This is an optimization exercise on Yosys and OpenROAD, whose aim is small area, not a production implementation. Function was checked by simulation only, so behaviour that the tests miss may differ from the original. The flow treats the clock pin as an ideal source, which a real chip does not have. Power figures rest on the tool's default switching activity, not on a simulated workload.

== alpha ==
## sentinel_core
module sentinel_core (
    input  logic        aclk,
    input  logic        aresetn,
    input  logic [63:0] s_axis_tdata,
    input  logic        s_axis_tvalid,
    input  logic        s_axis_tlast,
    output logic        s_axis_tready,
    output logic [63:0] m_axis_tdata,
    output logic        m_axis_tvalid,
    output logic        m_axis_tlast,
    input  logic        m_axis_tready,
    input  logic [31:0] s_axil_awaddr,
    input  logic        s_axil_awvalid,
    output logic        s_axil_awready,
    input  logic [31:0] s_axil_wdata,
    input  logic        s_axil_wvalid,
    output logic        s_axil_wready,
    output logic [1:0]  s_axil_bresp,
    output logic        s_axil_bvalid,
    input  logic        s_axil_bready,
    input  logic [31:0] s_axil_araddr,
    input  logic        s_axil_arvalid,
    output logic        s_axil_arready,
    output logic [31:0] s_axil_rdata,
    output logic [1:0]  s_axil_rresp,
    output logic        s_axil_rvalid,
    input  logic        s_axil_rready
);
Size: about 300 flip-flops, ~11,000 sq um of cells after synthesis.
clock: 4.0 ns
lec_check: 0
cap_margin: 20
core_margin: 2
core_utilization: 50
gpl_timing_driven: 0
slew_margin: 20
standard.sh (not shown) runs the stock make flow with config.mk's settings and CLKGATE_MAP_FILE= SYNTH_SCRIPT=/design/flow/synth_recipe.tcl, a recipe that flattens the netlist after the stock synthesis.
==> flow/flow/run.sh <==
#!/bin/bash
# The standard ORFS layout (standard.sh), changed only in how it sizes:
#  - synthesis: synth_recipe.tcl unchanged, but ABC maps the logic for area
#    (flow/synth_area.tcl, flow/abc_area.script),
#  - port buffers made of the smallest buffer cell,
#  - a clock tree of small clock buffers without dummy loads,
#  - no timing repair at floorplan (there are no synthesis buffers to remove),
#  - placement and global-route repair kept to small buffers
#    (flow/small_bufs.tcl),
#  - gates with spare setup slack downsized after placement repair and after
#    CTS (flow/recover_area.tcl), and again after global routing (ORFS's
#    own RECOVER_POWER step).
# make's output goes to make_finish.log; each ORFS step keeps its own log
# under orfs/logs/.
set -euo pipefail
export FLOW_SYNTH_TCL="$PWD/synth_recipe.tcl"
export AREA_ABC_SCRIPT="$PWD/flow/abc_area.script"
export BUFFER_PORTS_ARGS="-buffer_cell sky130_fd_sc_hd__buf_1"
export CTS_ARGS="-sink_clustering_enable -repair_clock_nets -dont_use_dummy_load -buf_list sky130_fd_sc_hd__clkbuf_4 -sink_clustering_size 10 -sink_clustering_max_diameter 50"
export REMOVE_ABC_BUFFERS=1
export PRE_RESIZE_TCL="$PWD/flow/small_bufs.tcl"
export PRE_GLOBAL_ROUTE_TCL="$PWD/flow/small_bufs.tcl"
export POST_RESIZE_TCL="$PWD/flow/recover_area.tcl"
export POST_CTS_TCL="$PWD/flow/recover_area.tcl"
export RECOVER_POWER=100
bash standard.sh SYNTH_SCRIPT="$PWD/flow/synth_area.tcl" finish > make_finish.log 2>&1
==> flow/flow/small_bufs.tcl <==
# Keep repair to the smaller buffers: it then builds buffer trees of small
# cells instead of single large ones.
set_dont_use [get_lib_cells {sky130_fd_sc_hd__buf_6 sky130_fd_sc_hd__buf_8 sky130_fd_sc_hd__buf_12 sky130_fd_sc_hd__buf_16 sky130_fd_sc_hd__bufbuf_8 sky130_fd_sc_hd__bufbuf_16 sky130_fd_sc_hd__clkbuf_8 sky130_fd_sc_hd__clkbuf_16}]
Other scripts of this flow, unchanged in this note and not shown: flow/flow/abc_area.script, flow/flow/recover_area.tcl, flow/flow/synth_area.tcl
Status alpha: flow complete, layout not clean - capacitance limit, slew limit
> inputs changed (alpha -> beta)
Settings: PLACE_DENSITY: unset -> 0.7.
diff --git a/flow/flow/run.sh b/flow/flow/run.sh
--- a/flow/flow/run.sh
+++ b/flow/flow/run.sh
@@ -10,4 +10,3 @@
 #  - gates with spare setup slack downsized after placement repair and after
-#    CTS (flow/recover_area.tcl), and again after global routing (ORFS's
-#    own RECOVER_POWER step).
+#    CTS (flow/recover_area.tcl).
 # make's output goes to make_finish.log; each ORFS step keeps its own log
@@ -24,3 +23,2 @@
 export POST_CTS_TCL="$PWD/flow/recover_area.tcl"
-export RECOVER_POWER=100
 bash standard.sh SYNTH_SCRIPT="$PWD/flow/synth_area.tcl" finish > make_finish.log 2>&1
Notes after the runs:
beta | stages: all done | timing, DRC, antenna: all pass
Changes observed in beta relative to alpha: minimum clock period decreased 42 ps, largest net degree at the start of global routing increased 4.6%, layout buffering overhead excluding clock cells essentially unchanged.
Relative to alpha, first-pass GRT wire length has gone down in beta.
Count of filler cells inserted in the layout: alpha and beta compared, higher one is alpha
In terms of sequential power, beta and alpha differ only marginally.
Peak clock frequency supported by timing (beta over alpha): increase, 1.1%
Compared with alpha, net switching power in beta increased slightly.
Here is what was changed in the inputs of gamma compared with beta.
Settings: a change of CORE_UTILIZATION from 50 to 40; a deleted PLACE_DENSITY that had been 0.7.
## What came out
- Where post-DP HPWL is concerned, beta is better than gamma.
- Summary of gamma over beta: worst setup margin grew by 81 ps; cell area +about 0.7%; part of the total power dissipated in combinational logic held; post-layout total power closely matched the old numbers.
- gamma reports a lower final cycle utilization of the critical path than beta does.
- Critical path depth: gamma < beta
- Diff beta and gamma: sequential share of cell area lower in gamma
- Delta(number of buffer and inverter stages on the critical path, gamma - beta) < 0
- The run showing the greater clock buffer instance count of the final layout is gamma.
Setup changes, gamma to delta
Settings: CORE_UTILIZATION changed from 40 to 50.
Results
All of gamma and delta finish clean.
delta — worst endpoint data arrival time 170 ps higher, gamma as reference
The run with more routed wire is gamma, not delta.
Diff gamma -> delta: fraction of area in clock buffers and inverters saw little to no change; fraction of area in multi-input gates saw little to no change.
Going from gamma to delta, the sequential share of layout area was found to have gone up by 0.54 points.
### delta -> epsilon
Settings: a change of CORE_UTILIZATION from 50 to 40.
diff --git a/flow/flow/run.sh b/flow/flow/run.sh
--- a/flow/flow/run.sh
+++ b/flow/flow/run.sh
@@ -6,5 +6,3 @@
 #  - a clock tree of small clock buffers without dummy loads,
-#  - no timing repair at floorplan (there are no synthesis buffers to remove),
-#  - placement and global-route repair kept to small buffers
-#    (flow/small_bufs.tcl),
+#  - placement repair kept to small buffers (flow/small_bufs.tcl),
 #  - gates with spare setup slack downsized after placement repair and after
@@ -18,5 +16,3 @@
 export CTS_ARGS="-sink_clustering_enable -repair_clock_nets -dont_use_dummy_load -buf_list sky130_fd_sc_hd__clkbuf_4 -sink_clustering_size 10 -sink_clustering_max_diameter 50"
-export REMOVE_ABC_BUFFERS=1
 export PRE_RESIZE_TCL="$PWD/flow/small_bufs.tcl"
-export PRE_GLOBAL_ROUTE_TCL="$PWD/flow/small_bufs.tcl"
 export POST_RESIZE_TCL="$PWD/flow/recover_area.tcl"
==> flow/flow/small_bufs.tcl <==
# Keep placement repair to the smaller buffers: it then builds buffer trees
# of small cells instead of single large ones.
set_dont_use [get_lib_cells {sky130_fd_sc_hd__buf_6 sky130_fd_sc_hd__buf_8 sky130_fd_sc_hd__buf_12 sky130_fd_sc_hd__buf_16 sky130_fd_sc_hd__bufbuf_8 sky130_fd_sc_hd__bufbuf_16}]
- When epsilon is set beside delta, its post-layout minimum cycle time turns out to be 96 ps smaller.
- Changes observed in epsilon relative to delta: synthesized area roughly the same; post-route cell area higher; routed length per placed instance roughly the same; final net count roughly the same.

afterwards: timing with drivers on the ports:
How much do the figures lean on ideal ports? The routed layouts below were timed once more, with nothing changed but the port constraints. Step 1: set_driving_cell puts a clkbuf_16 on aclk and a buf_2 on each other input, an assumption about the parent block. Step 2, shift: input delay + t, output delay - t, t = (earliest + latest rising clock arrival at the registers) / 2. This alone moves slack from input paths to output paths. a / b / c = no drivers / after step 1 / after step 2; a / b = the first two.
| run | t, ns | setup slack, ns | worst hold slack (ns) | cell pins on the clock port's net |
|---|---|---|---|---|
| alpha | 0.663 | 0.258 / 0.258 / -0.337 | 0.333 / 0.321 / 0.438 | 1 |
| beta | 0.635 | 0.300 / 0.312 / -0.323 | 0.160 / 0.151 / 0.402 | 1 |
| gamma | 0.655 | 0.381 / 0.381 / -0.218 | 0.094 / 0.091 / 0.428 | 1 |
| delta | 0.667 | 0.250 / 0.250 / -0.336 | 0.123 / 0.108 / 0.438 | 1 |
| epsilon | 0.654 | 0.346 / 0.356 / -0.289 | 0.082 / 0.066 / 0.444 | 1 |
The setup slack of epsilon, which loses most, moves by +0.010 ns with the drivers and by -0.635 ns with both steps.
